This design comes from an exercise in tuning for small area and a short achievable clock period on the open sky130 flow, not from production work.
Function was checked by simulation only, so behaviour that the tests miss may differ from the original.
Power is estimated from default activity; no workload was simulated.

==> flow/design.v, too long to show whole: its modules and the start of the top module <==
// module ALU: 2856 lines
module ALU(clk_fake, opCode, inA, inB, dataOut);
  // ...
==> flow/run.sh <==
#!/bin/bash
# synth_recipe.tcl (not shown) runs the flow's synth.tcl, then flattens the netlist and writes it again
# the make line also repeats each setting of config.mk as NAME=value (left out here)
make -C /OpenROAD-flow-scripts/flow DESIGN_CONFIG=/design/flow/config.mk WORK_HOME=/design/flow/orfs CLKGATE_MAP_FILE= SYNTH_SCRIPT=/design/flow/synth_recipe.tcl finish
==> flow/config.mk <==
export PLATFORM = sky130hd
export DESIGN_NAME = ALU
export DESIGN_NICKNAME = ALU
export VERILOG_FILES = /design/flow/design.v
export SDC_FILE = /design/flow/constraint.sdc
export NUM_CORES = 4
export LEC_CHECK = 0
export CAP_MARGIN = 20
export CORE_MARGIN = 2
export CORE_UTILIZATION = 40
export PLACE_DENSITY = 0.6
export SETUP_SLACK_MARGIN = 5
export SLEW_MARGIN = 20
export TNS_END_PERCENT = 0
==> flow/constraint.sdc <==
create_clock -name core_clock -period 9.5 [get_ports {clk_fake}]
set_input_delay 1.9000 -clock core_clock [delete_from_list [all_inputs] [get_ports {clk_fake}]]
set_output_delay 1.9000 -clock core_clock [all_outputs]
set_load 0.01 [all_outputs]
==> impl_metrics.ini, run 1 <==
[run_status]
outcome = timing/DRC/antenna clean

[cts]
clk_pin_slew_worst_paths_ps = 70
cts_made_buffers = 50
cts.path.max_buffers = 3

[synth]
synth-simple-area-share_pct = 17.4
yosys_warnings = 1
ys_seq_elements = 372
yosysTopAreaCell = fa_1

[finish]
fill_cells = 11351
antenna_cells = 6
largest_reg_flops = 128
fin_area_mm2 = 0.0611
drive_gt1_share_pct = 12.1
multi_input_area_share_pct = 59.5
clkbuf_count = 75
top_register = dataOut
final_util_pct = 50.3

[sta]
rsz0062_at_grt = yes
holdWs_ps = 883
finalWorstSetupSlack_ps = 4800
period_needed_ps = 4700
timing.setup.tns_ps = 0

[global_route]
grt_usage_pct = 33.4
met2_usage_pct = 49.7

[worst_setup_path]
r2r-start = mr2_0[8]
required_ps = 9910
crit_slowest_cell = or4b_4

[routing]
num_vias = 43229
top_layer = met5
drt_wl_total_um = 210000
dr_wl_met2_um = 89700
drt-met1-wl_um = 78000

[floorplanning]
design.die.area_mm2 = 0.125

[power_and_ir_drop]
maxPowerGroup = combinational logic
post-layout-total-power_uw = 11700

[placed_design]
place_area_mm2 = 0.0542
==> inputs of run 2 (changes only) <==
==> flow/flow/run.sh (new file) <==
#!/bin/bash
# The standard layout (the standard.sh, ORFS synthesis to finish), except that the
# port buffers are sky130_fd_sc_hd__buf_2 instead of the slow delay cell ORFS picks.
# Every port still gets its own buffer.  The full tool output goes to standard.log.
set -o pipefail
bash standard.sh "BUFFER_PORTS_ARGS=-buffer_cell sky130_fd_sc_hd__buf_2" finish > standard.log 2>&1
==> flow/standard.sh (new file) <==
#!/bin/bash
# synth_recipe.tcl (not shown) runs the flow's synth.tcl, then flattens the netlist and writes it again
# the make line also repeats each setting of config.mk as NAME=value (left out here)
make -C /OpenROAD-flow-scripts/flow DESIGN_CONFIG=/design/flow/config.mk WORK_HOME=/design/flow/orfs CLKGATE_MAP_FILE= SYNTH_SCRIPT=/design/flow/synth_recipe.tcl "${@:-finish}"
removed: flow/run.sh
==> impl_metrics.ini, run 2 <==
[run_status]
outcome = timing/DRC/antenna clean

[routing]
drt_wl_total_um = 193000
dr_wl_met2_um = 82600
drt-wirelength-per-cell_um = 26.3
drtPass1Iterations = 6
drt-met1-wl_um = 75000
ant_nets = 0
top_layer = met5
drc_errors = 0
routed_via_density = 5.61
drt_iter0_markers = 3967
num_vias = 41227
route.met3.wl_um = 23900

[cts]
clkLatencyLatePin_ps = 640
cts_made_buffers = 48
clk_pin_slew_worst_paths_ps = 60
h-tree-depth = 2
tritoncts = yes
root_buffer = clkbuf_16
ctsHoldBuffers = 0
cts.sink_count = 372
cts.path.max_buffers = 3

[hold_path]
hold_end = dataOut[127]
worstHoldPathCells = 4
hold_start = mr3_0[30]
min_path_type = reg -> reg

[worst_setup_path]
start_kind = input pin
setup.worst_path.end_class = register
r2r_cells = 18
critPathKind = in -> reg
r2r-start = mr2_0[8]
crit_fanout = 10
required_ps = 9830
worst_r2r_endpoint = dataOut[95]
arrival_ps = 4990
crit_start = opCode[1]
rrSetupSlack_ps = 5090

[synth]
avgSynthCellArea_um2 = 8.89
synth.distinct_cells = 78
yosysMostFrequentCell = fa_1
synth_top_area_share_pct = 33.3
synth-edff-count = 128
yosys-top-cells-area = fa_1, dfxtp_1, and2_1
yosys_warnings = 1
ys_seq_elements = 372
netlist_top_cells_count = fa_1, inv_1, and2_1
ys_async_sr_fraction_pct = 0
synth.net_count = 6782
netlist_instances = 5487
ys_seq_area_share_pct = 17.9
yosysTopAreaCell = fa_1
syn_area_mm2 = 0.0488
synth_flop_cell = dfxtp_1

[sta]
drv_slew = 0
timing.fmax_mhz = 215
setup-violations-final = 0
rsz0062_at_grt = yes
worstMarginPinSlew_ps = 1040
period_needed_ps = 4660
fin_crit_sh_pct = 49.0
fin_worst_skew_ps = 34.2
hold_viol_final = 0
relSlewSlack_pct = 30.4
timing.setup.tns_ps = 0

[power_and_ir_drop]
power.net_switching_uw = 5040
ir_worst_vdd_uv = 130
power_frac_comb_pct = 60.4
power_density_mw_per_mm2 = 202
clkPwrFrac_pct = 17.4
power_frac_seq_pct = 22.2
internal_power_uw = 6130
netSwitchingFraction_pct = 45.1
p_leak_uw = 0.0253

[finish]
finalNetCount = 6963
drive_gt1_share_pct = 11.9
final_common_cell = fa_1
fill_cells = 11907
final_util_pct = 45.5
mostFrequentLayoutCells = fa_1, inv_1, and2_1
largest_reg_flops = 128
top_register = dataOut
synthToLayoutAreaGrowth_pct = 13.1

[floorplanning]
die_w_um = 353
core_mm2 = 0.121
io_pins = 391
die_h_um = 353
design.die.area_mm2 = 0.125
rows = 128
start_util_pct = 40.2

[global_route]
grt_usage_pct = 30.7
grt_pass1_vias = 42430
overflow = 0
antenna_found_initial = 31
grt_max_degree = 125
grt_pass1_wl_um = 283000

[placed_design]
dp_hpwl_um = 134000
gp_congestion = 0.950
portBuffers = 390

[job]
cap_violations = 0
run 2: timing repair:
action,CTS,global route
setup endpoints to repair,281,107
pin swaps,15,37
cloned,20,2
setup buffers,21,26
gates resized for setup,161,64
endpoints found under the hold margin,0,0
run 2: worst max path at each step:
stage	to	slack (ps)	cells after the start
3_3_place_gp	dataOut[79]	2850	15
2_1_floorplan	dataOut[0]	3230	6
3_5_place_dp	dataOut[79]	2710	15
4_1_cts	dataOut[79]	4930	16
6_report	dataOut[84]	4840	14
5_1_grt	dataOut[61]	4760	17
run 2: power by group through the flow:
| stage | clock network, uW | registers [uW] | logic (uW) |
|---|---|---|---|
| 6_report | 1940 | 2480 | 6740 |
| 4_1_cts | 1960 | 2480 | 6550 |
| 5_1_grt | 2010 | 2520 | 7570 |
| 3_3_place_gp | 0 | 2500 | 6310 |
| 3_5_place_dp | 0 | 2500 | 6360 |
| 2_1_floorplan | 0 | 2430 | 4420 |
run 2: layer usage:
metal  GRT usage, %  vias up
li1               -    17508
met1           39.7    20829
met2           45.9     2338
met3           10.0      536
met4           16.1       16
met5              0        -
run 2: layout make-up:
type | count | area [um^2] | share of cell area, %
clock buffers | 63 | 1380 | 2.51
diodes | 18 | 45.0 | 0.0816
multi-input cells | 3960 | 36100 | 65.4
flip-flops and latches | 372 | 8730 | 15.8
inverters | 796 | 3020 | 5.47
repair inverters | 2 | 32.5 | 0.0589
clock inverters | 25 | 239 | 0.433
well taps | 1625 | 2030 | 3.68
repair buffers | 488 | 3630 | 6.58
run 2: per-stage QoR:
stage                     worst slack (ps)  hold WS, ps  total power (uW)  cells  instance area [um^2]
after detailed placement              2710          882              8860   7174                 51700
after CTS                             4930          893             11000   7303                 54700
after global placement                2850          862              8810   7174                 51700
final                                 4840          889             11200   7349                 55200
after floorplan                       3230          821              6860   5487                 48900
after global routing                  4760          969             12100   7339                 55200
run 2: kinds of logic (layout without fill, tap and decap cells):
logic type / after synthesis / in the layout / synth area share, %
XOR/XNOR: 237 / 237 / 4.25
AND/OR/NAND/NOR: 1674 / 1674 / 17.4
adder cells (fa/ha/maj): 1070 / 1070 / 39.7
multiplexers: 17 / 17 / 0.382
buffers and inverters: 1155 / 1374 / 8.95
other: 0 / 18 / 0
flip-flops: 372 / 372 / 17.9
AO/OA/AOI/OAI: 962 / 962 / 11.4
run 2: critical path: stages:
cell and delay, ps:
buf_16 150, buf_16 160, buf_4 230, o21ai_0 130, nor2_1 140, a21oi_1 80, ha_1 250, o41a_1 490
a21oi_1 260, o21bai_1 90, a21oi_1 220, xnor2_1 160, a21oi_1 150, o21ai_0 550

## afterwards: timing with drivers on the ports
How much do the figures lean on ideal ports? The routed layouts below were timed once more, with nothing changed but the port constraints. Step 1 sets driving cells, clkbuf_16 on the clock port and buf_2 on the other inputs (assumed; they add their load-dependent delay and slew). Step 2 also shifts input and output timing later by t, the mid clock arrival at the registers, as if the neighbouring blocks saw the same clock. Three values: ideal, step 1, step 2; two values: the first two.
run	t, ns	slack for setup (ns)	worst slew at a driven data input, ns
run 1	0.713	4.799 / 4.669 / 3.956	0.30
run 2	0.701	4.844 / 4.640 / 3.939	0.30
After both steps setup and hold are still met in every run listed. The setup slack of run 2, which loses most, moves by -0.204 ns with the drivers and by -0.905 ns with both steps.
